What follows belongs to an exercise in optimizing a design on an open flow for small area and a short achievable clock period; a production flow would make more cautious choices.
In this exercise RTL edits were held to simulation tests only and were not proved equivalent to the original.
Power and IR drop assume default switching activity.

==> flow/design.v, too long to show whole: its modules and the start of the top module <==
// module rv_shift: 26 lines
// module rv_aoi222: 3 lines
// module rv_aoi22: 3 lines
// module rv_aoi21: 3 lines
// module rv_oai21: 3 lines
// module rv_oai22: 3 lines
// module rv_nand2: 3 lines
// module rv_nand3: 3 lines
// module rv_nand4: 3 lines
// module rv_nor2: 3 lines
// module rv_nor3: 3 lines
// module rv_or3: 3 lines
// module rv_nor2b: 3 lines
// module rv_nand2b: 3 lines
// module rv_xor2: 3 lines
// module rv_xnor2: 3 lines
// module rv_inv: 3 lines
// module rv_mux2i: 3 lines
// module rv_maj3: 3 lines
// module rv_o21bai: 3 lines
// module rv_a2bb2oi: 3 lines
// module rv_taken: 10 lines
// module rv_ltsel: 10 lines
// module rv_add64: 1037 lines
// module rv_g0: 3 lines
// module rv_cmp64: 709 lines
// module rv_cmpl0: 4 lines
// module rv_pcinc: 6 lines
// module rv_rdport: 54 lines
// module rvcpu: 169 lines
module rvcpu (
  input  wire          clk,
  input  wire          rst,
  input  wire [31 : 0] inst,
  output wire [63 : 0] inst_addr,
  output wire          inst_ena,
  output wire          wb_ena,
  output wire [4 : 0]  wb_addr,
  output wire [63 : 0] wb_data
);
  // ...
==> flow/flow/run.sh <==
#!/bin/bash
# Layout flow: the standard flow (standard.sh: ORFS from synthesis to
# finish, with config.mk's settings) with two changes:
#  - timing repair aims at 5.5 ns of setup slack (SETUP_SLACK_MARGIN);
#  - at the end of global routing, post_grt.tcl recovers area: cells off the
#    critical paths get smaller drive strengths while the worst setup slack is
#    kept (downsize.tcl, changed cells keeping 0.05 ns of slack above the worst, with the load limits in caplimits.tcl).
# ORFS writes each step's log under orfs/logs; standard.sh's own output goes
# to standard.log here.
set -euo pipefail
export SETUP_SLACK_MARGIN=5.5
export DS_GUARD=0.05
export POST_GLOBAL_ROUTE_TCL="$PWD/flow/post_grt.tcl"
bash standard.sh > standard.log 2>&1
==> flow/flow/caplimits.tcl <==
# max_capacitance (pF) of the output pin of the cells downsize.tcl may use,
# from sky130_fd_sc_hd__tt_025C_1v80.lib
array set ::ds_maxcap {
 a2111o_1 0.1758
 a2111o_2 0.3241
 a2111o_4 0.5356
 a2111oi_0 0.02107
 a2111oi_1 0.03114
 a2111oi_2 0.05677
 a2111oi_4 0.1053
 a211o_1 0.1767
 a211o_2 0.325
 a211o_4 0.5594
 a211oi_1 0.04762
 a211oi_2 0.08882
 a211oi_4 0.1419
 a21bo_1 0.1831
 a21bo_2 0.2884
 a21bo_4 0.4752
 a21boi_0 0.04853
 a21boi_1 0.076
 a21boi_2 0.1291
 a21boi_4 0.2152
 a21o_1 0.1776
 a21o_2 0.3095
 a21o_4 0.5686
 a21oi_1 0.07417
 a21oi_2 0.1282
 a21oi_4 0.2216
 a221o_1 0.1584
 a221o_2 0.2994
 a221o_4 0.5374
 a221oi_1 0.05494
 a221oi_2 0.09614
 a221oi_4 0.1666
 a222oi_1 0.06593
 a22o_1 0.1593
 a22o_2 0.3012
 a22o_4 0.5566
 a22oi_1 0.08882
 a22oi_2 0.1703
 a22oi_4 0.2939
 a2bb2o_1 0.1584
 a2bb2o_2 0.3003
 a2bb2o_4 0.5026
 a2bb2oi_1 0.06959
 a2bb2oi_2 0.13
 a2bb2oi_4 0.2261
 a311o_1 0.1428
 a311o_2 0.2985
 a311o_4 0.4532
 a311oi_1 0.04396
 a311oi_2 0.08424
 a311oi_4 0.1337
 a31o_1 0.1602
 a31o_2 0.2719
 a31o_4 0.499
 a31oi_1 0.06593
 a31oi_2 0.1181
 a31oi_4 0.2115
 a32o_1 0.1511
 a32o_2 0.2646
 a32o_4 0.5365
 a32oi_1 0.08515
 a32oi_2 0.1557
 a32oi_4 0.2518
 a41o_1 0.1657
 a41o_2 0.325
 a41o_4 0.5603
 a41oi_1 0.06593
 a41oi_2 0.1245
 a41oi_4 0.1941
 and2_0 0.109
 and2_1 0.1584
 and2_2 0.303
 and2_4 0.5393
 and2b_1 0.1694
 and2b_2 0.3104
 and2b_4 0.4688
 and3_1 0.1575
 and3_2 0.3095
 and3_4 0.5328
 and3b_1 0.1575
 and3b_2 0.3095
 and3b_4 0.4605
 and4_1 0.1611
 and4_2 0.3003
 and4_4 0.5319
 and4b_1 0.1557
 and4b_2 0.2976
 and4b_4 0.4633
 and4bb_1 0.1566
 and4bb_2 0.2701
 and4bb_4 0.4614
 buf_1 0.13
 buf_12 5
 buf_16 5
 buf_2 0.3159
 buf_4 0.5612
 buf_6 0.7855
 buf_8 5
 bufbuf_16 1.494
 bufbuf_8 0.9412
 bufinv_16 1.51
 bufinv_8 0.9421
 clkdlybuf4s15_1 0.1602
 clkdlybuf4s15_2 0.2802
 clkdlybuf4s18_1 0.1602
 clkdlybuf4s18_2 0.2976
 clkdlybuf4s25_1 0.152
 clkdlybuf4s25_2 0.2985
 clkdlybuf4s50_1 0.1566
 clkdlybuf4s50_2 0.293
 fa_1 0.1557
 fa_2 0.2884
 fa_4 0.5191
 fah_1 0.1611
 fahcin_1 0.07142
 fahcon_1 0.06867
 ha_1 0.1575
 ha_2 0.2957
 ha_4 0.5237
 inv_1 0.1813
 inv_12 1.417
 inv_16 1.682
 inv_2 0.3314
 inv_4 0.5631
 inv_6 0.7828
 inv_8 1.035
 maj3_1 0.1557
 maj3_2 0.3049
 maj3_4 0.5347
 mux2_1 0.173
 mux2_2 0.2976
 mux2_4 0.5365
 mux2_8 0.9311
 mux2i_1 0.06867
 mux2i_2 0.108
 mux2i_4 0.1904
 mux4_1 0.1611
 mux4_2 0.3012
 mux4_4 0.5484
 nand2_1 0.1666
 nand2_2 0.2957
 nand2_4 0.5301
 nand2_8 0.9338
 nand2b_1 0.1502
 nand2b_2 0.2857
 nand2b_4 0.5219
 nand3_1 0.1465
 nand3_2 0.26
 nand3_4 0.4697
 nand3b_1 0.1437
 nand3b_2 0.2637
 nand3b_4 0.4797
 nand4_1 0.1245
 nand4_2 0.2005
 nand4_4 0.358
 nand4b_1 0.1245
 nand4b_2 0.2005
 nand4b_4 0.3644
 nand4bb_1 0.1236
 nand4bb_2 0.2005
 nand4bb_4 0.3562
 nor2_1 0.08607
 nor2_2 0.1419
 nor2_4 0.2518
 nor2_8 0.4331
 nor2b_1 0.08241
 nor2b_2 0.1428
 nor2b_4 0.2545
 nor3_1 0.05219
 nor3_2 0.09248
 nor3_4 0.1538
 nor3b_1 0.04945
 nor3b_2 0.09339
 nor3b_4 0.1465
 nor4_1 0.03663
 nor4_2 0.0641
 nor4_4 0.1126
 nor4b_1 0.03388
 nor4b_2 0.06501
 nor4b_4 0.1135
 nor4bb_1 0.03663
 nor4bb_2 0.06044
 nor4bb_4 0.1117
 o2111a_1 0.1611
 o2111a_2 0.2994
 o2111a_4 0.5512
 o2111ai_1 0.07142
 o2111ai_2 0.1291
 o2111ai_4 0.2152
 o211a_1 0.1831
 o211a_2 0.2683
 o211a_4 0.509
 o211ai_1 0.07417
 o211ai_2 0.1337
 o211ai_4 0.2152
 o21a_1 0.163
 o21a_2 0.2948
 o21a_4 0.51
 o21ai_0 0.05036
 o21ai_1 0.08058
 o21ai_2 0.1392
 o21ai_4 0.2243
 o21ba_1 0.1566
 o21ba_2 0.2646
 o21ba_4 0.4523
 o21bai_1 0.07783
 o21bai_2 0.1401
 o21bai_4 0.2454
 o221a_1 0.1529
 o221a_2 0.2811
 o221a_4 0.488
 o221ai_1 0.07051
 o221ai_2 0.1282
 o221ai_4 0.2161
 o22a_1 0.1621
 o22a_2 0.3049
 o22a_4 0.5301
 o22ai_1 0.07325
 o22ai_2 0.1373
 o22ai_4 0.217
 o2bb2a_1 0.1566
 o2bb2a_2 0.2948
 o2bb2a_4 0.4971
 o2bb2ai_1 0.076
 o2bb2ai_2 0.1346
 o2bb2ai_4 0.2463
 o311a_1 0.1557
 o311a_2 0.2939
 o311a_4 0.5393
 o311ai_0 0.02931
 o311ai_1 0.04579
 o311ai_2 0.08241
 o311ai_4 0.1428
 o31a_1 0.1492
 o31a_2 0.2857
 o31a_4 0.5447
 o31ai_1 0.04762
 o31ai_2 0.08058
 o31ai_4 0.1447
 o32a_1 0.1502
 o32a_2 0.3003
 o32a_4 0.5566
 o32ai_1 0.0467
 o32ai_2 0.08882
 o32ai_4 0.1538
 o41a_1 0.1474
 o41a_2 0.3058
 o41a_4 0.5447
 o41ai_1 0.03388
 o41ai_2 0.06227
 o41ai_4 0.109
 or2_0 0.1007
 or2_1 0.1648
 or2_2 0.2994
 or2_4 0.5145
 or2b_1 0.1694
 or2b_2 0.3122
 or2b_4 0.5155
 or3_1 0.1676
 or3_2 0.3104
 or3_4 0.5319
 or3b_1 0.1676
 or3b_2 0.2692
 or3b_4 0.4697
 or4_1 0.1676
 or4_2 0.3104
 or4_4 0.5347
 or4b_1 0.1676
 or4b_2 0.2655
 or4b_4 0.5338
 or4bb_1 0.1676
 or4bb_2 0.3122
 or4bb_4 0.5328
 sdlclkp_1 0.1547
 sdlclkp_2 0.3012
 sdlclkp_4 0.5328
 sedfxbp_1 0.1685
 sedfxbp_2 0.3012
 sedfxtp_1 0.1712
 sedfxtp_2 0.3159
 sedfxtp_4 0.5603
 xnor2_1 0.06959
 xnor2_2 0.1218
 xnor2_4 0.2115
 xnor3_1 0.1547
 xnor3_2 0.3012
 xnor3_4 0.5548
 xor2_1 0.07691
 xor2_2 0.13
 xor2_4 0.2197
 xor3_1 0.1511
 xor3_2 0.2857
 xor3_4 0.5063
}
==> flow/flow/downsize.tcl <==
proc ds_log {msg} { puts "DOWNSIZE: $msg" }
source [file join [file dirname [info script]] caplimits.tcl]
array set ::ds_fam {}
set ds_dont_use {}
if {[info exists ::env(DONT_USE_CELLS)]} { set ds_dont_use $::env(DONT_USE_CELLS) }
foreach lc [get_lib_cells */*] {
  set n [get_name $lc]
  if {[lsearch -exact $ds_dont_use $n] >= 0} continue
  if {![regexp {^(sky130_fd_sc_hd__[a-z0-9]+)_([0-9]+)$} $n -> fam sz]} continue
  if {[regexp {^sky130_fd_sc_hd__(df|edf|sdf|dl|clk|tap|fill|decap|conb|probe|lpflow|dly|ebuf|einv)} $fam]} continue
  lappend ::ds_fam($fam) [list [get_property $lc area] $n]
}
foreach f [array names ::ds_fam] { set ::ds_fam($f) [lsort -real -index 0 -unique $::ds_fam($f)] }
# the port buffers the flow inserts (clkdlybuf4s*) may become plain buffers
foreach lc [get_lib_cells */sky130_fd_sc_hd__clkdlybuf4s*] {
  if {[regexp {^(sky130_fd_sc_hd__clkdlybuf4s[0-9]+)_([0-9]+)$} [get_name $lc] -> fam sz]} {
    set ::ds_fam($fam) $::ds_fam(sky130_fd_sc_hd__buf)
  }
}
set ::ds_margin 0.3
if {[info exists ::env(DS_MARGIN)]} { set ::ds_margin $::env(DS_MARGIN) }
set ::ds_scene [sta::cmd_scene]
set ::ds_guard 0.15
if {[info exists ::env(DS_GUARD)]} { set ::ds_guard $::env(DS_GUARD) }

proc ds_est {} { estimate_parasitics -global_routing }
proc ds_viol {} { return [expr {[sta::max_slew_violation_count] + [sta::max_capacitance_violation_count]}] }
# does instance name (now of master ref) keep the margin to its limits?
proc ds_ok_limits {name ref} {
  global ds_maxcap ds_margin ds_scene
  set key [string range $ref 17 end]
  if {![info exists ds_maxcap($key)]} { return 0 }
  foreach p [get_pins -of_objects [get_cells $name] -filter "direction == output"] {
    set n [get_nets -quiet -of_objects $p]
    if {$n eq ""} continue
    set cap [expr {[$n capacitance $ds_scene max] * 1e12}]
    if {$cap > (1.0 - $ds_margin) * $ds_maxcap($key)} { return 0 }
    foreach q [get_pins -of_objects $n] {
      set sl [get_property $q slew_max]
      if {$sl ne "" && $sl > (1.0 - $ds_margin) * 1.5} { return 0 }
    }
  }
  return 1
}
# worst setup slack at the outputs of instance name
proc ds_slack {name} {
  set s 1e9
  foreach p [get_pins -of_objects [get_cells $name] -filter "direction == output"] {
    set ps [get_property $p slack_max]
    if {$ps ne "" && $ps < $s} { set s $ps }
  }
  return $s
}
# changes: list of {name old new}
proc ds_apply {changes} { foreach c $changes { replace_cell [lindex $c 0] [lindex $c 2] } }
proc ds_revert {changes} { foreach c $changes { replace_cell [lindex $c 0] [lindex $c 1] } }
proc ds_judge {changes} {
  global ds_floor ds_v0
  ds_apply $changes
  ds_est
  set ok [expr {[worst_slack -max] >= $ds_floor && [ds_viol] <= $ds_v0}]
  if {$ok} {
    foreach c $changes {
      if {![ds_ok_limits [lindex $c 0] [lindex $c 2]] || [ds_slack [lindex $c 0]] < $ds_floor + $::ds_guard} { set ok 0; break }
    }
  }
  if {!$ok} { ds_revert $changes; ds_est }
  return $ok
}
proc ds_try {changes} {
  global ds_accepted ds_tests
  if {[llength $changes] == 0} return
  incr ds_tests
  if {[ds_judge $changes]} { lappend ds_accepted {*}$changes; return }
  if {[llength $changes] == 1} return
  set h [expr {[llength $changes] / 2}]
  ds_try [lrange $changes 0 [expr {$h - 1}]]
  ds_try [lrange $changes $h end]
}

ds_est
set wns0 [worst_slack -max]
set ::ds_floor $wns0
set ::ds_v0 [ds_viol]
ds_log "start wns $wns0 slew/cap violations $::ds_v0"
set t0 [clock milliseconds]
set ::ds_accepted {}
set ::ds_tests 0
# two rounds: first to the smallest size, then to the next smaller size
foreach round {0 1} {
  set cands {}
  foreach c [get_cells *] {
    set ref [get_property $c ref_name]
    if {![regexp {^(sky130_fd_sc_hd__[a-z0-9]+)_([0-9]+)$} $ref -> fam sz]} continue
    if {![info exists ::ds_fam($fam)]} continue
    set a [get_property [get_lib_cells */$ref] area]
    set smaller {}
    foreach o $::ds_fam($fam) { if {[lindex $o 0] < $a} { lappend smaller [lindex $o 1] } }
    if {[llength $smaller] == 0} continue
    set dbi [[ord::get_db_block] findInst [get_full_name $c]]
    if {$dbi eq "NULL"} continue
    set onclk 0
    foreach it [$dbi getITerms] {
      set nt [$it getNet]
      if {$nt ne "NULL" && [$nt getSigType] eq "CLOCK"} { set onclk 1 }
    }
    if {$onclk} continue
    set s 1e9
    foreach p [get_pins -of_objects $c -filter "direction == output"] {
      set ps [get_property $p slack_max]
      if {$ps ne "" && $ps < $s} { set s $ps }
    }
    if {$s < $::ds_floor + $::ds_guard + 0.02} continue
    # sizes whose load limit keeps the margin (the load does not depend on the size)
    set capok {}
    set cap 0.0
    foreach p [get_pins -of_objects $c -filter "direction == output"] {
      set n [get_nets -quiet -of_objects $p]
      if {$n ne ""} { set cap [expr {max($cap, [$n capacitance $::ds_scene max] * 1e12)}] }
    }
    foreach o $smaller {
      set key [string range $o 17 end]
      if {[info exists ::ds_maxcap($key)] && $cap <= (1.0 - $::ds_margin) * $::ds_maxcap($key)} { lappend capok $o }
    }
    if {[llength $capok] == 0} continue
    set new [expr {$round == 0 ? [lindex $capok 0] : [lindex $capok end]}]
    lappend cands [list $s [get_full_name $c] $ref $new]
  }
  set cands [lsort -real -decreasing -index 0 $cands]
  # quick look at each change alone (the parasitics of the nets it touches are
  # then only estimated, so this only sorts out hopeless changes)
  set changes {}
  foreach cd $cands {
    lassign $cd s name ref new
    replace_cell $name $new
    set good [expr {[worst_slack -max] >= $::ds_floor && [ds_viol] <= $::ds_v0 && [ds_ok_limits $name $new] && [ds_slack $name] >= $::ds_floor + $::ds_guard}]
    replace_cell $name $ref
    if {$good} { lappend changes [list $name $ref $new] }
  }
  ds_est
  ds_log "round $round: [llength $changes] candidates"
  set B 256
  for {set i 0} {$i < [llength $changes]} {incr i $B} {
    ds_try [lrange $changes $i [expr {$i + $B - 1}]]
  }
  ds_log "round $round: [llength $::ds_accepted] changes kept after $::ds_tests tests, [expr {([clock milliseconds]-$t0)/1000}] s"
}
set saved 0.0
foreach c $::ds_accepted {
  set saved [expr {$saved + [get_property [get_lib_cells */[lindex $c 1]] area] - [get_property [get_lib_cells */[lindex $c 2]] area]}]
}
ds_est
ds_log "changed [llength $::ds_accepted] cells, saved [format %.1f $saved] um2; wns [worst_slack -max]"
==> flow/flow/post_grt.tcl <==
# after global routing and its timing repair: recover area, reroute the
# changed nets and rewrite the route guides
log_cmd global_route -start_incremental
source [file join [file dirname [info script]] downsize.tcl]
log_cmd global_route -end_incremental
log_cmd estimate_parasitics -global_routing
report_worst_slack -max
report_check_types -max_slew -max_capacitance -violators
write_guides $::env(RESULTS_DIR)/route.guide
==> flow/standard.sh <==
#!/bin/bash
# synth_recipe.tcl (not shown) runs the flow's synth.tcl, then flattens the netlist and writes it again
# the make line also repeats each setting of config.mk as NAME=value (left out here)
make -C /OpenROAD-flow-scripts/flow DESIGN_CONFIG=/design/flow/config.mk WORK_HOME=/design/flow/orfs CLKGATE_MAP_FILE= SYNTH_SCRIPT=/design/flow/synth_recipe.tcl "${@:-finish}"
==> flow/config.mk <==
export PLATFORM = sky130hd
export DESIGN_NAME = rvcpu
export DESIGN_NICKNAME = rvcpu
export VERILOG_FILES = /design/flow/design.v
export SDC_FILE = /design/flow/constraint.sdc
export NUM_CORES = 8
export LEC_CHECK = 0
export CAP_MARGIN = 35
export CORE_MARGIN = 2
export CORE_UTILIZATION = 55
export CTS_CLUSTER_DIAMETER = 80
export CTS_CLUSTER_SIZE = 20
export SLEW_MARGIN = 35
export SYNTH_HIERARCHICAL = 1
==> flow/constraint.sdc <==
create_clock -name core_clock -period 12.0 [get_ports {clk}]
set_input_delay 2.4000 -clock core_clock [delete_from_list [all_inputs] [get_ports {clk}]]
set_output_delay 2.4000 -clock core_clock [all_outputs]
set_load 0.01 [all_outputs]
==> qor.yml, run 1 <==
cts_resized: 444
finalNonFillerCells: 10900
path_buf_inv: 7
rrSetupSlack_ps: 6740
endpoint_kind: "register"
postCtsHoldBufs: 0
grt_pass1_wl_um: 593000
maxSlewHeadroom: 0.263
timing.rr.end: "wb_data_q[43]"
hold-worst-slack_ps: 571
grt_overflow: 0
multi_input_area_share: 0.333
hold_class: "reg2reg"
max_freq_mhz: 147
post_route_cells_drive_above_1_share: 0.167
largest_class: "sequential cells"
core_area_um2: 183000
regArea_um2: 62900
antenna_found_initial: 7
path_depth: 21
r2r_cells: 19
ir_drop_mv: 0.145
io_buffers: 166
holdPathStages: 4
routedWlPerCell_um: 40.8
dr.pass1.iters: 15
netlist_area_um2: 102000
cts_buffers: 137
outcome: "no timing/DRC/antenna violations"
dp_hpwl_um: 283000
==> module rvcpu, before the edit <==
module rvcpu (
  input  wire          clk,
  input  wire          rst,
  input  wire [31 : 0] inst,
  output wire [63 : 0] inst_addr,
  output wire          inst_ena,
  output wire          wb_ena,
  output wire [4 : 0]  wb_addr,
  output wire [63 : 0] wb_data
);
  wire [1:0] o65 = inst[6:5];
  wire [2:0] o42 = inst[4:2];
  wire [2:0] f3  = inst[14:12];
  wire [4:0] rd  = inst[11:7];
  wire [4:0] rs1 = inst[19:15];
  wire [4:0] rs2 = inst[24:20];
  wire       b30 = inst[30];
  wire       b31 = inst[31];
  wire o65_00 = (o65 == 2'b00);
  wire o65_01 = (o65 == 2'b01);
  wire o65_11 = (o65 == 2'b11);
  wire c_opimm   = o65_00 & (o42 == 3'b100);
  wire c_opimm32 = o65_00 & (o42 == 3'b110);
  wire c_op      = o65_01 & (o42 == 3'b100);
  wire c_op32    = o65_01 & (o42 == 3'b110);
  wire c_auipc   = o65_00 & (o42 == 3'b101);
  wire c_lui     = o65_01 & (o42 == 3'b101);
  wire c_store   = o65_01 & (o42 == 3'b000);
  wire c_branch  = o65_11 & (o42 == 3'b000);
  wire c_jal     = o65_11 & (o42 == 3'b011);
  wire c_jalr    = o65_11 & (o42 == 3'b001) & (f3 == 3'b000);
  wire wr_en = o65_00 | (o42 == 3'b100) | (o42 == 3'b110) | c_store | c_branch
             | c_jal | c_jalr | c_lui;
  wire en  = ~rst;
  wire c_r   = c_op | c_op32;                
  wire c_i   = c_opimm | c_opimm32;
  wire use_rs2 = c_r;                        
  wire f_addsub = (f3 == 3'b000);
  wire f_sll    = (f3 == 3'b001);
  wire f_slt    = (f3 == 3'b010);
  wire f_sltu   = (f3 == 3'b011);
  wire f_xor    = (f3 == 3'b100);
  wire f_srx    = (f3 == 3'b101);
  wire f_or     = (f3 == 3'b110);
  wire f_and    = (f3 == 3'b111);
  wire is_sll  = (c_i & f_sll & ~b30) | (c_r & f_sll & ~b31);
  wire is_srx  = (c_i | c_r) & f_srx;
  wire is_sra  = (c_i & f_srx & b30) | (c_r & f_srx & b31);
  wire is_slt  = ((c_opimm | c_op) & (f_slt | f_sltu)) | c_branch;
  wire is_xor  = (c_opimm | c_op) & f_xor;
  wire is_or   = (c_opimm | c_op) & f_or;
  wire is_and  = (c_opimm | c_op) & f_and;
  wire is_pc   = c_auipc | c_lui | c_jal | c_jalr | c_branch;
  wire is_sub  = (c_r & f_addsub & b31) | (is_slt & ~c_branch);
  wire is_add  = ~(is_sll | is_srx | is_slt | is_xor | is_or | is_and);
  wire is_unsigned = c_opimm & f_sltu;
  wire [63:0] imm_i  = {{52{inst[31]}}, inst[31:20]};
  wire [63:0] imm_iz = {52'b0, inst[31:20]};
  wire [63:0] imm_s  = {{52{inst[31]}}, inst[31:25], inst[11:7]};
  wire [63:0] imm_u  = {{32{inst[31]}}, inst[31:12], 12'b0};
  wire [63:0] imm_j  = {{44{inst[31]}}, inst[20], inst[19:12], inst[30:21], 1'b0};
  wire [63:0] imm_b  = {{51{inst[31] & ~f3[1]}}, inst[31], inst[7], inst[30:25], inst[11:8], 1'b0};
  wire [63:0] alu_imm = c_store            ? imm_s  :
                        (c_opimm & f_sltu) ? imm_iz :
                        c_jal              ? imm_j  :
                        c_lui              ? imm_u  :
                        c_auipc            ? 64'd0  :
                        c_branch           ? imm_b  : imm_i;
  wire [63:0] immx = alu_imm ^ {64{is_sub}};
  reg  [63:0] pc;
  wire [63:0] result;
  reg          wb_ena_q;
  reg [4:0]    wb_addr_q;
  reg [63:0]   wb_data_q;
  reg  [31:1]  pend;
  wire [63:0]  wdat = wb_data_q & {64{~rst}};
  wire [1983:0] rf;
  genvar gi;
  generate
    for (gi = 1; gi < 32; gi = gi + 1) begin : gr
      reg [63:0] r;
      always @(posedge clk)
        pend[gi] <= ~rst & wr_en & (rd == gi);
      always @(posedge clk)
        if (rst | pend[gi])
          r <= wdat;
      assign rf[(gi-1)*64 +: 64] = r;
    end
  endgenerate
  wire [63:0] rs1_n, rs2_n;
  rv_rdport rd1 (.a(rs1), .d(rf), .pend(pend), .wb_ena(wb_ena_q), .wb_addr(wb_addr_q),
                 .wb_data(wb_data_q), .qn(rs1_n));
  rv_rdport rd2 (.a(rs2), .d(rf), .pend(pend), .wb_ena(wb_ena_q), .wb_addr(wb_addr_q),
                 .wb_data(wb_data_q), .qn(rs2_n));
  wire [63:0] A, B;
  wire [63:0] pc_u  = pc & {64{is_pc}};
  wire [63:0] immxn = ~immx;
  genvar oi;
  generate
    for (oi = 0; oi < 64; oi = oi + 1) begin : opnd
      wire r2xn;
      rv_o21bai ma (.a1(is_pc), .a2(rs1_n[oi]), .b1n(pc_u[oi]), .y(A[oi]));
      rv_xor2   xb (.a(rs2_n[oi]), .b(is_sub), .y(r2xn));
      rv_mux2i  mb (.a0(immxn[oi]), .a1(r2xn), .s(use_rs2), .y(B[oi]));
    end
  endgenerate
  wire [63:0] sum, p, gn;
  wire        c63n, allp_unused;
  rv_add64 add (.a(A), .b(B), .cin(is_sub), .sum(sum), .p(p), .gn(gn),
                .c63n(c63n), .allp(allp_unused));
  wire beq_q = en & c_branch & (f3 == 3'b000);
  wire bne_q = en & c_branch & (f3 == 3'b001);
  wire blt_q = en & c_branch & f3[2] & ~f3[0];
  wire eq, less_br, tk, tk_n;
  rv_cmp64 cmp (.r1n(rs1_n), .r2n(rs2_n), .u(f3[2] & f3[1]), .eq(eq), .less(less_br));
  rv_taken tkm (.eq(eq), .less(less_br), .beq(beq_q), .bne(bne_q), .blt(blt_q),
                .jr(en & c_jalr), .tk(tk), .tkn(tk_n));
  wire [5:0]  shamt = use_rs2 ? ~rs2_n[5:0] : inst[25:20];
  wire [63:0] shr;
  rv_shift sh (.dn(rs1_n), .sa(shamt), .left(is_sll), .fill(is_sra & ~rs1_n[63]), .q(shr));
  wire s_add = en & is_add;
  wire s_srx = en & is_srx;
  wire s_sll = en & is_sll;
  wire s_xo  = en & (is_xor | is_or);
  wire s_oan = ~(en & (is_or | is_and));
  wire s_slt = en & is_slt;
  wire lt_n;
  rv_ltsel ltn (.s_br(s_slt & c_branch), .less_br(less_br), .s_alu(s_slt & ~c_branch),
                .p63(p[63]), .a63u(A[63] ^ is_unsigned), .c63n(c63n), .lt_n(lt_n));
  genvar ri;
  generate
    for (ri = 0; ri < 64; ri = ri + 1) begin : res
      wire xa, ys, ye;
      rv_nand2   ua (.a(s_add), .b(sum[ri]), .y(xa));
      rv_aoi22   us (.a1(s_srx), .a2(shr[ri]), .b1(s_sll), .b2(shr[63 - ri]), .y(ys));
      rv_a2bb2oi ue (.a1n(s_oan), .a2n(gn[ri]), .b1(s_xo), .b2(p[ri]), .y(ye));
      if (ri == 0) begin : b0
        rv_nand4 uo (.a(xa), .b(ys), .c(ye), .d(lt_n), .y(result[ri]));
      end else begin : bn
        rv_nand3 uo (.a(xa), .b(ys), .c(ye), .y(result[ri]));
      end
    end
  endgenerate
  wire [63:0] pc_inc;
  rv_pcinc pci (.pc(pc), .inc(pc_inc));
  wire [63:0] pc_y = (c_jal ? imm_j : pc_inc) & {64{en}};
  wire [63:0] pc_next;
  genvar pi;
  generate
    for (pi = 0; pi < 64; pi = pi + 1) begin : pcm
      wire xs, xy;
      rv_nand2 m1 (.a(tk), .b(sum[pi]), .y(xs));
      rv_nand2 m2 (.a(tk_n), .b(pc_y[pi]), .y(xy));
      rv_nand2 m3 (.a(xs), .b(xy), .y(pc_next[pi]));
    end
  endgenerate
  always @(posedge clk)
    pc <= pc_next;
  always @(posedge clk) begin
    wb_ena_q  <= ~rst & wr_en & (rd != 5'd0);
    wb_addr_q <= rd;
    wb_data_q <= result;
  end
  assign inst_addr = pc;
  assign inst_ena  = ~rst;
  assign wb_ena    = wb_ena_q;
  assign wb_addr   = wb_addr_q;
  assign wb_data   = wb_data_q;
endmodule
==> run 2, diff against run 1 <==
--- a/flow/design.v
+++ b/flow/design.v
@@ -2032,10 +2032,12 @@
   wire beq_q = en & c_branch & (f3 == 3'b000);
   wire bne_q = en & c_branch & (f3 == 3'b001);
   wire blt_q = en & c_branch & f3[2] & ~f3[0];
-  wire eq, less_br, tk, tk_n;
+  wire eq, less_br, tk, tk_n, tk2, tk2_n;
   rv_cmp64 cmp (.r1n(rs1_n), .r2n(rs2_n), .u(f3[2] & f3[1]), .eq(eq), .less(less_br));
   rv_taken tkm (.eq(eq), .less(less_br), .beq(beq_q), .bne(bne_q), .blt(blt_q),
                 .jr(en & c_jalr), .tk(tk), .tkn(tk_n));
+  rv_taken tkm2 (.eq(eq), .less(less_br), .beq(beq_q), .bne(bne_q), .blt(blt_q),
+                 .jr(en & c_jalr), .tk(tk2), .tkn(tk2_n));
   wire [5:0]  shamt = use_rs2 ? ~rs2_n[5:0] : inst[25:20];
   wire [63:0] shr;
   rv_shift sh (.dn(rs1_n), .sa(shamt), .left(is_sll), .fill(is_sra & ~rs1_n[63]), .q(shr));
@@ -2070,8 +2072,8 @@
   generate
     for (pi = 0; pi < 64; pi = pi + 1) begin : pcm
       wire xs, xy;
-      rv_nand2 m1 (.a(tk), .b(sum[pi]), .y(xs));
-      rv_nand2 m2 (.a(tk_n), .b(pc_y[pi]), .y(xy));
+      rv_nand2 m1 (.a(pi < 32 ? tk : tk2), .b(sum[pi]), .y(xs));
+      rv_nand2 m2 (.a(pi < 32 ? tk_n : tk2_n), .b(pc_y[pi]), .y(xy));
       rv_nand2 m3 (.a(xs), .b(xy), .y(pc_next[pi]));
     end
   endgenerate
==> flow/flow/run.sh (replaced) <==
#!/bin/bash
# Layout flow: the standard flow (standard.sh: ORFS from synthesis to
# finish, with config.mk's settings) with two changes:
#  - timing repair aims at 5.5 ns of setup slack (SETUP_SLACK_MARGIN);
#  - at the end of global routing, post_grt.tcl recovers area: cells off the
#    critical paths get smaller drive strengths while the worst setup slack is
#    kept (downsize.tcl, with the load limits in caplimits.tcl).
# ORFS writes each step's log under orfs/logs; standard.sh's own output goes
# to standard.log here.
set -euo pipefail
export SETUP_SLACK_MARGIN=5.5
export POST_GLOBAL_ROUTE_TCL="$PWD/flow/post_grt.tcl"
bash standard.sh > standard.log 2>&1
==> qor.yml, run 2 <==
outcome: "no timing/DRC/antenna violations"  # unchanged
critical-path-max-stage-delay_ps: 760  # was 610 ps
die_h_um: 435  # was 434 um
r2r_cells: 21  # was 19
cp_common_cell: "buf_4"  # was mux2i_1
synth_nets: 7212  # was 7211
core_area_um2: 185000  # was 183000 um2
ir_drop_mv: 0.156  # was 0.145 mV
worstSkewPairLatency_ps: 850  # was 820 ps
drc: 0  # unchanged
path_buf_inv: 10  # was 7
maxSlewViolCount: 0  # unchanged
start_util: 0.552  # was 0.555
postCtsHoldBufs: 0  # unchanged
slowest_stage: "nand4_1"  # was nor3_2
p_leak_nw: 40.9  # was 40.5 nW
critPathKind: "in2reg"  # unchanged
grt_overflow: 0  # unchanged
path_depth: 23  # was 21
p_comb_frac: 0.232  # was 0.226
place_area_um2: 111000  # about the same
critPathArrivalTime_ps: 7530  # was 7450 ps
hold-worst-slack_ps: 603  # was 571 ps
finalNonFillerCells: 10900  # about the same
fin_crit_sh: 0.570  # was 0.566
syn_inst: 7177  # was 7176
worstSetupEndpoint: "wb_data_q[13]"  # was wb_data_q[43]
place.gp.congestion: 1.08  # was 1.04
max-cap-violations: 0  # unchanged
h-tree-depth: 4  # unchanged
wl_um: 458000  # was 444000 um
worstMarginPinSlew_ps: 1130  # was 1100 ps
r2r-start: "pend[15]"  # unchanged
hold_viol: 0  # unchanged
grt_util_all_layers: 0.461  # was 0.451
num_rows: 158  # was 157
dp_hpwl_um: 281000  # was 283000 um
max_freq_mhz: 146  # was 147 MHz
mostFrequentLayoutCell: "edfxtp_1"  # unchanged
cts_buffers: 139  # was 137
seqPwrFrac: 0.515  # was 0.522
final_nets: 8331  # was 8381
power_mw: 19.8  # was 19.5 mW
endpoint_kind: "register"  # unchanged
top_regs: "gr.r: 1984 flops, pc: 64 flops, wb_data_q: 64 flops"  # unchanged
cp_top_family: "simple AND/OR/NAND/NOR gates"  # unchanged
rrSetupSlack_ps: 6590  # was 6740 ps
antenna_found_initial: 10  # was 7
p_int_mw: 13.3  # was 13.1 mW
switching_share: 0.329  # was 0.328
n_fill_cell: 14300  # was 14500
post_route_cells_drive_above_1_share: 0.191  # was 0.167
netlist_area_um2: 102000  # about the same
io_pins: 169  # unchanged
cts.clk_slew.worst_paths_ps: 70  # was 80 ps
fin_util: 0.643  # was 0.638
min_period_ps: 6840  # was 6790 ps
p_per_area_nw_per_um2: 166  # was 167 nW/um2
grt_pass1_wl_um: 604000  # was 593000 um
hold_class: "reg2reg"  # unchanged
skew_ps: 24.0  # was 37.3 ps
clock-root-buffer: "clkbuf_16"  # unchanged
cts.sinks: 2149  # unchanged
timing.rr.end: "wb_data_q[13]"  # was wb_data_q[43]
die_w_um: 435  # was 434 um
crit_chain: "buf_16 -> clkinvlp_4 -> nand3_4 -> buf_4 -> nor2_4 -> buf_12 -> a222oi_1 -> nand4_1 -> nor3_4 -> buf_4 -> buf_4 -> buf_6 -> a21oi_4 -> buf_12 -> buf_4 -> mux2i_2 -> mux2i_1 -> buf_4 -> mux2i_1 -> mux2i_1 -> mux2i_1 -> a22oi_2 -> nand3_1"  # was buf_8 -> inv_2 -> nand3_4 -> buf_8 -> nor2_2 -> buf_8 -> buf_1 -> a222oi_1 -> nand4_1 -> nor3_2 -> buf_4 -> mux2i_1 -> mux2i_1 -> mux2i_1 -> mux2i_1 -> buf_4 -> mux2i_1 -> mux2i_1 -> mux2i_1 -> a22oi_2 -> nand3_1
via_count: 85500  # was 84800
setup_tns_ps: 0  # unchanged
drt_iter0_markers: 20000  # was 19700
cts_resized: 440  # was 444
post_cts.repair.setup_buffers: 367  # was 442
floorplan.die_area_um2: 189000  # about the same
synth-warning-count: 8  # unchanged
avgSynthCellArea_um2: 14.2  # about the same
timing.final.ws_setup_ps: 5160  # was 5210 ps
dr.pass1.iters: 17  # was 15
startpoint: "inst[24]"  # was inst[19]
syn_to_final_growth_pct: 16.6  # was 15.0%
placedCellCount: 10100  # about the same
final_cell_mix: "1984 x edfxtp_1, 1280 x a222oi_1, 487 x nand2_1, 421 x mux2i_1, 373 x buf_1"  # was 1984 x edfxtp_1, 1280 x a222oi_1, 486 x nand2_1, 480 x mux2i_1, 454 x buf_1
drtAntennaViolNets: 0  # unchanged
drt-vias-per-instance: 7.87  # was 7.78
largest_register_ff_count: 1984  # unchanged
cp_data_required_time_ps: 12700  # was 12660 ps
regMostFlops: "gr.r"  # unchanged
cts_buffer_depth: 3  # unchanged
io_buffers: 166  # unchanged
switching_power_mw: 6.49  # was 6.39 mW
critPathMaxFanout: 32  # was 10
cts_tree: "built"  # unchanged
power.clock.fraction: 0.253  # was 0.252
routedWlPerCell_um: 42.2  # was 40.8 um
grt_pass1_vias: 78000  # was 77700
grt_max_degree: 79  # was 93
worstSetupStartpointType: "primary input"  # unchanged
design_area_um2: 119000  # was 117000 um2
maxSlewHeadroom: 0.246  # was 0.263
place_ws_ps: 2010  # was 1900 ps
setup_viol: 0  # unchanged
==> run 2: area by class of cell <==
| cell class | count | area [um2] | area share |
|---|---|---|---|
| sequential | 2149 | 62900 | 0.529 |
| multi-input combinational | 4847 | 40100 | 0.338 |
| timing repair buffer | 1032 | 7960 | 0.0670 |
| clock buffer | 180 | 3830 | 0.0322 |
| tap | 2480 | 3100 | 0.0261 |
| inverter | 127 | 542 | 0.00456 |
| clock inverter | 32 | 425 | 0.00358 |
| antenna | 10 | 25.0 | 0.000210 |
==> run 2: how the worst min path moves through the flow <==
stage	start	endpoint	slack, ps	cells past startpoint
floorplan	pc[1]	pc[1]	680	5
global placement	pc[1]	pc[1]	580	4
detailed placement	pc[1]	pc[1]	580	4
CTS	pc[1]	pc[1]	590	4
finish	pc[1]	pc[1]	600	4
==> run 2: worst reg2reg max path: stages (launching register included) <==
cell,delay [ps]
dfxtp_1,440
inv_1,130
nand3_4,140
nor2_4,60
buf_8,210
a222oi_1,420
nand4_1,760
nor3_4,450
buf_4,160
buf_4,90
buf_6,110
a21oi_4,60
buf_12,170
buf_4,190
mux2i_2,190
mux2i_1,270
buf_4,160
mux2i_1,70
mux2i_1,220
mux2i_1,190
a22oi_2,580
nand3_1,180
==> run 2: layer usage <==
layer,global-route usage,vias up,wire (um)
met5,0.00897,-,776
met4,0.258,12,33800
met3,0.190,1446,80400
met2,0.662,7807,192000
met1,0.589,42500,151000
li1,-,33700,-
==> run 2: power by group through the flow <==
stage / sequential (mW) / combinational (mW) / clock, mW
CTS: 10.1 / 4.34 / 4.96
global placement: 10.2 / 3.79 / 0
detailed placement: 10.3 / 3.88 / 0
finish: 10.2 / 4.59 / 4.99
floorplan: 10.1 / 2.15 / 0
==> run 3, diff against run 2 <==
--- a/flow/design.v
+++ b/flow/design.v
@@ -2032,12 +2032,10 @@
   wire beq_q = en & c_branch & (f3 == 3'b000);
   wire bne_q = en & c_branch & (f3 == 3'b001);
   wire blt_q = en & c_branch & f3[2] & ~f3[0];
-  wire eq, less_br, tk, tk_n, tk2, tk2_n;
+  wire eq, less_br, tk, tk_n;
   rv_cmp64 cmp (.r1n(rs1_n), .r2n(rs2_n), .u(f3[2] & f3[1]), .eq(eq), .less(less_br));
   rv_taken tkm (.eq(eq), .less(less_br), .beq(beq_q), .bne(bne_q), .blt(blt_q),
                 .jr(en & c_jalr), .tk(tk), .tkn(tk_n));
-  rv_taken tkm2 (.eq(eq), .less(less_br), .beq(beq_q), .bne(bne_q), .blt(blt_q),
-                 .jr(en & c_jalr), .tk(tk2), .tkn(tk2_n));
   wire [5:0]  shamt = use_rs2 ? ~rs2_n[5:0] : inst[25:20];
   wire [63:0] shr;
   rv_shift sh (.dn(rs1_n), .sa(shamt), .left(is_sll), .fill(is_sra & ~rs1_n[63]), .q(shr));
@@ -2072,8 +2070,8 @@
   generate
     for (pi = 0; pi < 64; pi = pi + 1) begin : pcm
       wire xs, xy;
-      rv_nand2 m1 (.a(pi < 32 ? tk : tk2), .b(sum[pi]), .y(xs));
-      rv_nand2 m2 (.a(pi < 32 ? tk_n : tk2_n), .b(pc_y[pi]), .y(xy));
+      rv_nand2 m1 (.a(tk), .b(sum[pi]), .y(xs));
+      rv_nand2 m2 (.a(tk_n), .b(pc_y[pi]), .y(xy));
       rv_nand2 m3 (.a(xs), .b(xy), .y(pc_next[pi]));
     end
   endgenerate
==> flow/flow/run.sh (replaced) <==
#!/bin/bash
# Layout flow: the standard flow (standard.sh: ORFS from synthesis to
# finish, with config.mk's settings) with two changes:
#  - timing repair aims at 5.5 ns of setup slack (SETUP_SLACK_MARGIN);
#  - at the end of global routing, post_grt.tcl gives weak drivers of long
#    wires on near-critical paths a larger size (upsize.tcl), then recovers
#    area: cells off the critical paths get smaller drive strengths while the
#    worst setup slack is kept (downsize.tcl, with the load limits in
#    caplimits.tcl).
# ORFS writes each step's log under orfs/logs; standard.sh's own output goes
# to standard.log here.
set -euo pipefail
export SETUP_SLACK_MARGIN=5.5
export POST_GLOBAL_ROUTE_TCL="$PWD/flow/post_grt.tcl"
bash standard.sh > standard.log 2>&1
--- a/flow/flow/downsize.tcl
+++ b/flow/flow/downsize.tcl
@@ -97,6 +97,7 @@
     set smaller {}
     foreach o $::ds_fam($fam) { if {[lindex $o 0] < $a} { lappend smaller [lindex $o 1] } }
     if {[llength $smaller] == 0} continue
+    if {[info exists ::ds_skip([get_full_name $c])]} continue
     set dbi [[ord::get_db_block] findInst [get_full_name $c]]
     if {$dbi eq "NULL"} continue
     set onclk 0
==> flow/flow/post_grt.tcl (replaced) <==
# after global routing and its timing repair: strengthen weak drivers of long
# wires, recover area, reroute the changed nets and rewrite the route guides
log_cmd global_route -start_incremental
source [file join [file dirname [info script]] upsize.tcl]
source [file join [file dirname [info script]] downsize.tcl]
# upsized cells may overlap their neighbours: legalize before rerouting
log_cmd detailed_placement
check_placement -verbose
log_cmd global_route -end_incremental
log_cmd estimate_parasitics -global_routing
report_worst_slack -max
report_check_types -max_slew -max_capacitance -violators
write_guides $::env(RESULTS_DIR)/route.guide
==> flow/flow/upsize.tcl (new file) <==
# Give the weakest cells (size 1) that drive long wires on near-critical paths
# a larger size: the global-route estimate understates those wires. The
# changed cells are left out of the area recovery that follows.
proc us_log {msg} { puts "UPSIZE: $msg" }
set ::us_scene [sta::cmd_scene]
set ::us_cap 0.02
set ::us_win 1.0
if {[info exists ::env(US_CAP)]} { set ::us_cap $::env(US_CAP) }
if {[info exists ::env(US_WIN)]} { set ::us_win $::env(US_WIN) }
set ::us_w0 [worst_slack -max]
set ::us_changes {}
foreach c [get_cells *] {
  set ref [get_property $c ref_name]
  if {![regexp {^(sky130_fd_sc_hd__[a-z0-9]+)_([0-9]+)$} $ref -> fam sz]} continue
  if {[regexp {^sky130_fd_sc_hd__(df|edf|sdf|dl|clk|tap|fill|decap|conb|probe|lpflow|dly|ebuf|einv)} $fam]} continue
  if {$sz > 1} continue
  set p [get_pins -of_objects $c -filter "direction == output"]
  if {[llength $p] != 1} continue
  set n [get_nets -quiet -of_objects $p]
  if {$n eq ""} continue
  set cap [expr {[$n capacitance $::us_scene max] * 1e12}]
  if {$cap < $::us_cap} continue
  set s [get_property $p slack_max]
  if {$s eq "" || $s > $::us_w0 + $::us_win} continue
  foreach big {4 2} {
    if {[llength [get_lib_cells -quiet */${fam}_$big]]} {
      lappend ::us_changes [list [get_full_name $c] $ref ${fam}_$big]
      break
    }
  }
}
set ::us_v0 [expr {[sta::max_slew_violation_count] + [sta::max_capacitance_violation_count]}]
us_log "[llength $::us_changes] candidates, wns $::us_w0"
# each change is kept only if, after a full parasitics estimate, the worst
# setup slack has not dropped and no slew/load limit is broken
array unset ::ds_skip
set us_kept 0
foreach ch $::us_changes {
  replace_cell [lindex $ch 0] [lindex $ch 2]
  estimate_parasitics -global_routing
  set w [worst_slack -max]
  set v [expr {[sta::max_slew_violation_count] + [sta::max_capacitance_violation_count]}]
  if {$w >= $::us_w0 && $v <= $::us_v0} {
    set ::ds_skip([lindex $ch 0]) 1
    set ::us_w0 $w
    incr us_kept
  } else {
    replace_cell [lindex $ch 0] [lindex $ch 1]
    estimate_parasitics -global_routing
  }
}
us_log "kept $us_kept; wns [worst_slack -max]"
==> qor.yml, run 3 <==
outcome: "no timing/DRC/antenna violations"  # unchanged
largest_register_ff_count: 1984  # unchanged
critPathArrivalTime_ps: 7310  # was 7530 ps
max_freq_mhz: 151  # was 146 MHz
h-tree-depth: 4  # unchanged
io_buffers: 166  # unchanged
postCtsHoldBufs: 0  # unchanged
worstSkewPairLatency_ps: 820  # was 850 ps
fin_crit_sh: 0.553  # was 0.570
core_area_um2: 183000  # was 185000 um2
p_leak_nw: 41.8  # was 40.9 nW
grt_pass1_vias: 77700  # was 78000
drt-vias-per-instance: 7.82  # was 7.87
grt_max_degree: 93  # was 79
critPathKind: "in2reg"  # unchanged
grt_util_all_layers: 0.451  # was 0.461
cp_data_required_time_ps: 12670  # was 12700 ps
maxSlewHeadroom: 0.283  # was 0.246
syn_inst: 7176  # was 7177
min_period_ps: 6640  # was 6840 ps
placedCellCount: 10100  # about the same
synth_nets: 7211  # was 7212
dp_hpwl_um: 283000  # was 281000 um
avgSynthCellArea_um2: 14.2  # about the same
power_mw: 19.7  # was 19.8 mW
cts.clk_slew.worst_paths_ps: 80  # was 70 ps
critPathMaxFanout: 7  # was 32
drc: 0  # unchanged
mostFrequentLayoutCell: "edfxtp_1"  # unchanged
die_w_um: 434  # was 435 um
post_route_cells_drive_above_1_share: 0.213  # was 0.191
place_area_um2: 111000  # about the same
grt_pass1_wl_um: 593000  # was 604000 um
hold_class: "reg2reg"  # unchanged
p_per_area_nw_per_um2: 162  # was 166 nW/um2
worstSetupStartpointType: "primary input"  # unchanged
floorplan.die_area_um2: 189000  # about the same
cts_tree: "built"  # unchanged
dr.pass1.iters: 14  # was 17
wl_um: 448000  # was 458000 um
setup_viol: 0  # unchanged
fin_util: 0.664  # was 0.643
via_count: 85100  # was 85500
skew_ps: 38.8  # was 24.0 ps
io_pins: 169  # unchanged
start_util: 0.555  # was 0.552
cts_buffer_depth: 3  # unchanged
setup_tns_ps: 0  # unchanged
worstMarginPinSlew_ps: 1080  # was 1130 ps
endpoint_kind: "register"  # unchanged
clock-root-buffer: "clkbuf_16"  # unchanged
ir_drop_mv: 0.143  # was 0.156 mV
design_area_um2: 122000  # was 119000 um2
place_ws_ps: 1900  # was 2010 ps
finalNonFillerCells: 10900  # about the same
place.gp.congestion: 1.04  # was 1.08
post_cts.repair.setup_buffers: 442  # was 367
num_rows: 157  # was 158
syn_to_final_growth_pct: 19.6  # was 16.6%
final_cell_mix: "1984 x edfxtp_1, 1280 x a222oi_1, 475 x mux2i_1, 466 x nand2_1, 443 x buf_1"  # was 1984 x edfxtp_1, 1280 x a222oi_1, 487 x nand2_1, 421 x mux2i_1, 373 x buf_1
routedWlPerCell_um: 41.1  # was 42.2 um
cts_resized: 444  # was 440
drtAntennaViolNets: 0  # unchanged
hold-worst-slack_ps: 574  # was 603 ps
cts.sinks: 2149  # unchanged
drt_iter0_markers: 19400  # was 20000
cts_buffers: 137  # was 139
die_h_um: 434  # was 435 um
regMostFlops: "gr.r"  # unchanged
timing.final.ws_setup_ps: 5360  # was 5160 ps
hold_viol: 0  # unchanged
top_regs: "gr.r: 1984 flops, pc: 64 flops, wb_data_q: 64 flops"  # unchanged
max-cap-violations: 0  # unchanged
antenna_found_initial: 7  # was 10
final_nets: 8381  # was 8331
grt_overflow: 0  # unchanged
maxSlewViolCount: 0  # unchanged
netlist_area_um2: 102000  # about the same
synth-warning-count: 8  # unchanged
==> run 3: worst paths after layout <==
path	startpoint	to	slack, ps	cells past startpoint
worst max-delay path	inst[19]	wb_data_q[3]	5360	18
worst min-delay path	pc[1]	pc[1]	570	4
worst max register to register	pend[15]	wb_data_q[48]	6910	20
worst min register to register	pc[1]	pc[1]	570	4
==> run 3: area by class of cell <==
type	count	area, um2
Clock inverter	35	542
Antenna cell	8	20.0
Clock buffer	173	3640
Tap cell	2464	3080
Multi-Input combinational cell	4846	43600
Sequential cell	2149	62900
Timing Repair inverter	1	5.00
Timing Repair Buffer	1084	7480
Inverter	127	553
Fill cell	13800	61600
==> run 3: worst max-delay path, stage by stage <==
cell	delay, ps
buf_8	170
inv_2	140
nand3_4	170
buf_1	160
nor2_2	130
buf_1	320
a222oi_1	600
nand4_4	320
nor3_4	600
mux2i_1	180
mux2i_1	240
mux2i_1	200
mux2i_2	290
mux2i_1	200
mux2i_1	300
mux2i_1	170
a22oi_1	530
nand3_1	150
==> run 3: per-layer routing <==
layer | wire (um) | share of wire | GRT usage | vias to the layer above
met1 | 150000 | 0.34 | 0.587 | 42300
li1 | - | - | - | 33700
met4 | 30900 | 0.069 | 0.238 | 2
met5 | 100 | 0.00022 | 0.00390 | -
met3 | 77000 | 0.17 | 0.175 | 1300
met2 | 190000 | 0.42 | 0.651 | 7766
==> run 3: power breakdown <==
part	internal (mW)	total [mW]	switching, mW
logic	1.50	4.63	3.13
clock network	2.25	4.93	2.67
registers	9.49	10.2	0.692
total	13.2	19.7	6.50
==> run 4, diff against run 3 <==
==> flow/flow/run.sh (replaced) <==
#!/bin/bash
# Layout flow: the standard flow (standard.sh: ORFS from synthesis to
# finish, with config.mk's settings) with two changes:
#  - timing repair aims at 5.75 ns of setup slack (SETUP_SLACK_MARGIN);
#  - at the end of global routing, post_grt.tcl gives weak drivers of long
#    wires on near-critical paths a larger size (upsize.tcl), then recovers
#    area: cells off the critical paths get smaller drive strengths while the
#    worst setup slack is kept (downsize.tcl, with the load limits in
#    caplimits.tcl).
# ORFS writes each step's log under orfs/logs; standard.sh's own output goes
# to standard.log here.
set -euo pipefail
export SETUP_SLACK_MARGIN=5.75
export POST_GLOBAL_ROUTE_TCL="$PWD/flow/post_grt.tcl"
bash standard.sh > standard.log 2>&1
==> qor.yml, run 4 <==
hold_class: "reg2reg"  # unchanged
grt_pass1_vias: 77900  # was 77700
grt_pass1_wl_um: 594000  # was 593000 um
critPathKind: "in2reg"  # unchanged
maxSlewHeadroom: 0.287  # was 0.283
cts_buffers: 137  # unchanged
io_buffers: 166  # unchanged
cp_data_required_time_ps: 12700  # was 12670 ps
critPathArrivalTime_ps: 7290  # was 7310 ps
design_area_um2: 124000  # was 122000 um2
drt-vias-per-instance: 7.84  # was 7.82
cts_resized: 773  # was 444
min_period_ps: 6590  # was 6640 ps
post_route_cells_drive_above_1_share: 0.261  # was 0.213
cp_common_cell: "mux2i_1"  # unchanged
crit_chain: "buf_4 -> buf_8 -> nand3_2 -> nor2_1 -> buf_4 -> a222oi_1 -> nand4_4 -> nor3_1 -> buf_4 -> buf_4 -> mux2i_1 -> mux2i_1 -> mux2i_1 -> mux2i_1 -> mux2i_1 -> mux2i_1 -> mux2i_1 -> a22oi_2 -> nand3_1"  # was buf_8 -> inv_2 -> nand3_4 -> buf_1 -> nor2_2 -> buf_1 -> a222oi_1 -> nand4_4 -> nor3_4 -> mux2i_1 -> mux2i_1 -> mux2i_1 -> mux2i_2 -> mux2i_1 -> mux2i_1 -> mux2i_1 -> a22oi_1 -> nand3_1
antenna_found_initial: 7  # unchanged
setup_tns_ps: 0  # unchanged
outcome: "no timing/DRC/antenna violations"  # unchanged
via_count: 85000  # was 85100
drc: 0  # unchanged
start_util: 0.555  # unchanged
place_area_um2: 110000  # was 111000 um2
synth-warning-count: 8  # unchanged
slowest_stage: "a222oi_1"  # unchanged
ir_drop_mv: 0.140  # was 0.143 mV
fin_crit_sh: 0.549  # was 0.553
largest_register_ff_count: 1984  # unchanged
dr.pass1.iters: 12  # was 14
holdPathStages: 4  # unchanged
postCtsHoldBufs: 0  # unchanged
p_leak_nw: 42.9  # was 41.8 nW
maxSlewViolCount: 0  # unchanged
critical-path-max-stage-delay_ps: 650  # was 600 ps
endpoint_kind: "register"  # unchanged
top_regs: "gr.r: 1984 flops, pc: 64 flops, wb_data_q: 64 flops"  # unchanged
mostFrequentLayoutCell: "edfxtp_1"  # unchanged
io_pins: 169  # unchanged
place_ws_ps: 2080  # was 1900 ps
final_cell_mix: "1984 x edfxtp_1, 1280 x a222oi_1, 457 x nand2_1, 408 x buf_4, 406 x mux2i_1"  # was 1984 x edfxtp_1, 1280 x a222oi_1, 475 x mux2i_1, 466 x nand2_1, 443 x buf_1
clock-root-buffer: "clkbuf_16"  # unchanged
syn_inst: 7176  # unchanged
die_h_um: 434  # unchanged
critPathMaxFanout: 20  # was 7
synth_nets: 7211  # unchanged
num_rows: 157  # unchanged
skew_ps: 46.9  # was 38.8 ps
floorplan.die_area_um2: 189000  # unchanged
drt_iter0_markers: 19800  # was 19400
wl_um: 450000  # was 448000 um
grt_util_all_layers: 0.453  # was 0.451
die_w_um: 434  # unchanged
max_freq_mhz: 152  # was 151 MHz
post_cts.repair.setup_buffers: 456  # was 442
p_per_area_nw_per_um2: 162  # about the same
timing.final.ws_setup_ps: 5410  # was 5360 ps
routedWlPerCell_um: 41.6  # was 41.1 um
hold_viol: 0  # unchanged
cts_buffer_depth: 3  # unchanged
netlist_area_um2: 102000  # unchanged
place.gp.congestion: 1.08  # was 1.04
worstMarginPinSlew_ps: 1070  # was 1080 ps
core_area_um2: 183000  # unchanged
cts.clk_slew.worst_paths_ps: 80  # about the same
worstSkewPairLatency_ps: 850  # was 820 ps
cts_tree: "built"  # unchanged
final_nets: 8328  # was 8381
drtAntennaViolNets: 0  # unchanged
regMostFlops: "gr.r"  # unchanged
setup_viol: 0  # unchanged
cts.sinks: 2149  # unchanged
syn_to_final_growth_pct: 22.0  # was 19.6%
grt_overflow: 0  # unchanged
h-tree-depth: 4  # unchanged
dp_hpwl_um: 271000  # was 283000 um
r2r_cells: 18  # was 20
worstSetupStartpointType: "primary input"  # unchanged
avgSynthCellArea_um2: 14.2  # unchanged
max-cap-violations: 0  # unchanged
grt_max_degree: 65  # was 93
-- run 4: worst max-delay path, delay by kind of cell --
kind            cells  cell delay, ps
mux                 7            1470
buf+inv             5            1000
simple gates        5            1110
compound gates      2            1200
-- run 4: power breakdown --
part,internal [mW],switching [mW],total [mW]
clock network,2.24,2.67,4.91
registers,9.49,0.687,10.2
logic,1.74,3.28,5.01
total,13.5,6.64,20.1
-- run 4: final timing paths --
kind | from | to | slack (ps)
min | pc[1] | pc[1] | 620
max | inst[15] | wb_data_q[6] | 5410
min reg2reg | pc[1] | pc[1] | 620
max reg2reg | pend[13] | wb_data_q[6] | 7010
-- run 4: layout make-up --
cell class                 instances  area (um2)
sequential                      2149       62900
fill                           13700       59200
multi-input combinational       4851       45300
timing repair buffer            1027        8340
clock buffer                     178        3660
tap                             2464        3080
inverter                         127         537
clock inverter                    35         504
antenna                            3        7.51
-- run 4: per-stage QoR --
step | hold slack (ps) | utilization | cells | total power, mW
3_5_place_dp | 586 | 0.601 | 10000 | 14.1
6_report | 623 | 0.677 | 10800 | 20.1
4_1_cts | 601 | 0.666 | 10700 | 19.6
2_1_floorplan | 682 | - | 7176 | 12.2
3_3_place_gp | 570 | 0.597 | 10000 | 14.0
-- run 4: layer usage --
metal,routed length [um],global-route usage,up-vias
met2,191000,0.650,7680
met4,30100,0.251,8
met5,87,0.00807,-
li1,-,-,33700
met1,150000,0.580,42300
met3,79100,0.188,1257

-- separate check: timing with driven ports --
The flow's constraints put no driver on any port. The routed layouts listed below were extracted and timed again, unchanged, in two steps. Step 1 sets driving cells, clkbuf_16 on the clock port and buf_2 on the other inputs (assumed; they add their load-dependent delay and slew). Step 2 times the ports against the registers' clock, not the clock port: input delays grow and output delays shrink by t, the midpoint of the rising clock arrivals with the driver on. Slacks: ideal / step 1 / step 2; pairs: ideal / step 1.
| run | shift t [ns] | setup slack, ns | worst hold slack (ns) | cell pins on the clock port's net |
|---|---|---|---|---|
| run 1 | 0.892 | 5.207 / 5.215 / 4.323 | 0.571 / 0.571 / 0.571 | 1 |
| run 2 | 0.938 | 5.164 / 5.165 / 4.227 | 0.603 / 0.603 / 0.603 | 1 |
| run 3 | 0.893 | 5.361 / 5.369 / 4.476 | 0.574 / 0.574 / 0.574 | 1 |
| run 4 | 0.916 | 5.410 / 5.363 / 4.447 | 0.623 / 0.623 / 0.623 | 1 |
After both steps every run listed still meets setup and hold. The setup slack of run 4, which loses most, moves by -0.047 ns with the drivers and by -0.963 ns with both steps.
